This is an optimization exercise on Yosys and OpenROAD, whose aim is small area, not a production implementation.
In this exercise RTL edits were held to simulation tests only and were not proved equivalent to the original.

## 07-03
==> flow/design.v (excerpt) <==
module cpu(
    input clk,                           
    input RST,                           
    output [23:0] AB,                    
    output sync,                         
    input [7:0] DI,                      
    output reg [7:0] DO,                 
    output WE,                           
    input IRQ,                           
    input NMI,                           
    input RDY,                           
    input debug );                       
 parameter
    SYNC  = 6'd0,
    IMM0  = 6'd1,
    PHA0  = 6'd2,
    PLA0  = 6'd3,
    ZPG0  = 6'd4,
    DATA  = 6'd5,
    ABS0  = 6'd6,
    ABS1  = 6'd7,
    BRA0  = 6'd8,
    JSR0  = 6'd9,
    JSR1  = 6'd10,
    JSR2  = 6'd11,
    RTS0  = 6'd12,
    RTS1  = 6'd13,
    RTS2  = 6'd14,
    JMP0  = 6'd15,
    JMP1  = 6'd16,
    IDX0  = 6'd17,
    IDX1  = 6'd18,
    IDX2  = 6'd19,
    BRK0  = 6'd20,
    BRK1  = 6'd21,
    BRK2  = 6'd22,
    BRK3  = 6'd23,
    RTI0  = 6'd24,
    IND0  = 6'd25,
    IND1  = 6'd26,
    ZPW0  = 6'd27,
    ABW0  = 6'd28,
    ABW1  = 6'd29,
    RMW0  = 6'd30,
    RMW1  = 6'd31,
    BRK4  = 6'd32,
    JMPW  = 6'd33,
    INDW  = 6'd34,
    ABSW  = 6'd35,
    ABWW  = 6'd36,
    JSRW  = 6'd37,
    JSRH  = 6'd38,
    JSRL  = 6'd39,
    JSR3  = 6'd40,
    JSR4  = 6'd41,
    RTSW  = 6'd42,
    THRD  = 6'd43,
    THR0  = 6'd44,
    THP2  = 6'd45,
    THP1  = 6'd46,
    THP0  = 6'd47;
parameter
    NOP   = 2'b00,
    LDA   = 2'b01,
    STA   = 2'b10,
    RMW   = 2'b11;
parameter
    DST__ = 2'b00,
    DST_X = 2'b01,
    DST_Y = 2'b10,
    DST_A = 2'b11;
parameter
    SRC__ = 2'b00,
    SRC_Z = 2'b00,
    SRC_X = 2'b01,
    SRC_Y = 2'b10,
    SRC_A = 2'b11;
parameter
    SEL_Z = 2'b00,
    SEL_X = 2'b01,
    SEL_Y = 2'b10,
    SEL_A = 2'b11;
  ...
For scale: about 48 I/O pins, roughly 25000 um2 of cells after synthesis.
export LEC_CHECK = 0
export ABC_AREA = 1
export CAP_MARGIN = 20
export CORE_MARGIN = 2
export CORE_UTILIZATION = 65
export GPL_TIMING_DRIVEN = 0
export SLEW_MARGIN = 20
create_clock -name core_clock -period 14.0 [get_ports {clk}]
standard.sh (not shown) runs the stock make flow with config.mk's settings and CLKGATE_MAP_FILE= SYNTH_SCRIPT=/design/flow/synth_recipe.tcl, a recipe that flattens the netlist after the stock synthesis.
==> flow/flow/run.sh <==
#!/bin/bash
# Own layout flow: the standard flow (standard.sh) with these changes in how
# the layout is made:
#  - synthesis maps the logic with an area-oriented ABC script (flow/abc_area.script)
#    instead of ORFS's; the registers are the standard synthesis's
#  - the repair_design after global placement may not use the large drive strengths
#    listed in flow/place_dont_use (later steps, CTS and timing repair, may)
#  - CTS clusters more sinks per buffer and inserts no dummy loads (flow/cts_args)
#  - the port buffers are the smallest buffer cell (flow/buffer_ports_args)
# Each tool's output is in the ORFS logs; make's own output is in standard_flow.log.
set -euo pipefail
W=$PWD
rm -rf "$W/own_scripts"
cp -r "$FLOW_HOME/scripts" "$W/own_scripts"
cp "$W/flow/abc_area.script" "$W/own_scripts/abc_area.script"
# placement repair_design: extra dont_use list
python3 - "$W/own_scripts/resize.tcl" "$W/flow/place_dont_use" <<'PY'
import sys
f, du = sys.argv[1], open(sys.argv[2]).read().split()
t = open(f).read()
old = "set_dont_use $::env(DONT_USE_CELLS)\n"
assert old in t
t = t.replace(old, old + "set_dont_use {%s}\n" % " ".join(du), 1)
open(f, "w").write(t)
PY
export SCRIPTS_DIR="$W/own_scripts"
export CTS_ARGS="$(cat "$W/flow/cts_args")"
export BUFFER_PORTS_ARGS="$(cat "$W/flow/buffer_ports_args")"
bash standard.sh > "$W/standard_flow.log" 2>&1
==> flow/flow/abc_area.script <==
strash
&get -n
&deepsyn -T 120
&put
strash
dch -f
amap
strash
dch -f
amap
strash
dch -f
amap
strash
dch -f
amap
strash
dch -f
amap
strash
dch -f
amap
topo
==> flow/flow/buffer_ports_args <==
-buffer_cell sky130_fd_sc_hd__buf_1
==> flow/flow/cts_args <==
-sink_clustering_enable -repair_clock_nets -dont_use_dummy_load -sink_clustering_size 25 -sink_clustering_max_diameter 80
==> flow/flow/place_dont_use <==
sky130_fd_sc_hd__*_4 sky130_fd_sc_hd__*_8 sky130_fd_sc_hd__*_12 sky130_fd_sc_hd__*_16 sky130_fd_sc_hd__buf_6
The inputs of 01-22 differ from those of 07-03 as listed below.
--- a/flow/design.v
+++ b/flow/design.v
@@ -914,39 +914,14 @@
         for (k = 0; k < 24; k = k + 1) begin
             radd[k] = a[k] ^ b[k] ^ c;
             c = (a[k] & b[k]) | (c & (a[k] ^ b[k]));
         end
         radd[24] = c;
     end
 endfunction
-function [23:0] pfx_and24;
-    input [23:0] a;
-    integer j, k;
-    reg blk;
-    reg run;
-    begin
-        blk = 1'b1;
-        for (j = 0; j < 6; j = j + 1) begin
-            run = blk;
-            for (k = 0; k < 4; k = k + 1) begin
-                pfx_and24[4*j+k] = run;
-                run = run & a[4*j+k];
-            end
-            blk = blk & (&a[4*j +: 4]);
-        end
-    end
-endfunction
-function [15:0] pfx_and16;
-    input [15:0] a;
-    reg [23:0] p;
-    begin
-        p = pfx_and24({8'hff, a});
-        pfx_and16 = p[15:0];
-    end
-endfunction
 function [23:0] sel8;
     input [191:0] v;
     input [7:0] oh;
     input integer w;
     integer k;
     begin
         sel8 = 24'h0;
@@ -1024,19 +999,16 @@
 wire [7:0] abl_a = (ab_op[2:1] == 2'b11) ? XY : base[7:0];
 wire [7:0] abl_b = (ab_op[2:1] == 2'b01) ? XY :
                    ab_op[2]              ? DI : 8'h00;
 wire [8:0] abl_sum = abl_a + abl_b + abl_ci;
 wire [7:0] ABL = abl_sum[7:0];
 wire abh_ci = ab_op[9] & abl_sum[8];
 wire back = (ab_op[9:8] == 2'b11);
-wire abh_inc = (ab_op[9:8] == 2'b01) | (~back & abh_ci);
-wire abh_dec = back & ~abh_ci;
-wire [15:0] abh_all1 = pfx_and16(base[23:8]);
-wire [15:0] abh_all0 = pfx_and16(~base[23:8]);
-wire [15:0] abh_sum = base[23:8] ^ ((abh_all1 & {16{abh_inc}}) | (abh_all0 & {16{abh_dec}}));
+wire [15:0] abh_b = { {15{back}}, back | (ab_op[9:8] == 2'b01) };
+wire [15:0] abh_sum = base[23:8] + abh_b + abh_ci;
 wire [7:0] ABH = abh_sum[7:0];
 wire [7:0] AB3 = abh_sum[15:8];
 assign AB = { AB3, ABH, ABL };
 assign WE = we_op[0] | (we_op[1] & store);
 always @*
     case( do_op )
         DO_PHP: DO = php ? P : alu_out;
@@ -1066,16 +1038,15 @@
 wire we_s = s_x | push | pull;
 wire [2:0] s_thr = tst ? TY : T;
 wire [24:0] s_sum = radd(S_r, { {7{push}}, 1'b1 }, 1'b0);
 wire [7:0] sd = s_x ? X_r : s_sum[7:0];
 wire pc_ab = (ab_op[6:5] == 2'b01);
 wire pc_vec = (ab_op[6:5] == 2'b11);
 wire pc_inc = ~(sync & (init_state == THRD));    
-wire [23:0] pc_all1 = pfx_and24(AB);
-wire [23:0] pc_sum = AB ^ (pc_all1 & {24{pc_inc}});
+wire [23:0] pc_sum = AB + pc_inc;
 wire [23:0] pcw = st_thp0 ? { DI, DR, D3 } :
                   pc_vec  ? 24'hfffffd :
                             pc_sum[23:0];
 wire [2:0] pc_thr = st_thp0 ? TY : T;
 wire pc_we = st_thp0 | pc_ab | pc_vec;
 always @(posedge clk)
     if( RST )
==> comparison <==
Between 01-22 and 07-03, it is 01-22 whose clock-buffer cell count is higher, by 7.1%.
Stage delay of the slowest cell on the critical path: 01-22 higher than 07-03
Compared with 07-03, 01-22 is hungrier on power.
01-22 vs. 07-03: depth of the worst register-to-register path shows an increase of 4; first-iteration DRC count went down 17; die area shows an increase of about 1.2%; summed area of non-filler cells in the final layout picked up an extra about 2.6%; number of distinct library cell variants in the gate-level netlist after synthesis went down 2.
Global-route usage ended up 0.27 points higher on 01-22 than on 07-03.
In the metrics for 07-03 and 01-22, the one carrying the lower wire length on met2 is 07-03.
01-22 vs 07-03: via count up slightly
For number of clock buffers inserted by TritonCTS, dividing the value from 07-03 by the value from 01-22 gives 0.933.
The final worst slack on 01-22 is in line with that on 07-03.
Of the two values seen for category of the most critical setup path, flop to output pin was produced by 07-03 and input pin to output pin by 01-22.

afterwards: timing with drivers on the ports:
In the flow no input, the clock included, has a driving cell. The finished layouts below were timed again as built, in two steps.
Step 1 assumes that a clkbuf_16 drives the clock port and a buf_2 every other input.
Step 2, shift: input delay + t, output delay - t, t = (earliest + latest rising clock arrival at the registers) / 2. This alone moves slack from input paths to output paths.
Slacks: ideal / step 1 / step 2; pairs: ideal / step 1.
| run | shift t [ns] | setup WS [ns] | worst hold slack (ns) | worst setup path at the end | clock arrival spread, ns |
|---|---|---|---|---|---|
| 07-03 | 0.641 | 0.333 / 0.272 / 0.803 | 0.606 / 0.606 / 0.606 | input to output | 0.049 / 0.049 |
| 01-22 | 0.654 | 0.330 / 0.279 / 0.305 | 0.620 / 0.620 / 0.620 | input to output | 0.092 / 0.092 |
After both steps setup and hold are still met in every run listed. The setup slack of 01-22, which loses most, moves by -0.051 ns with the drivers and by -0.025 ns with both steps.
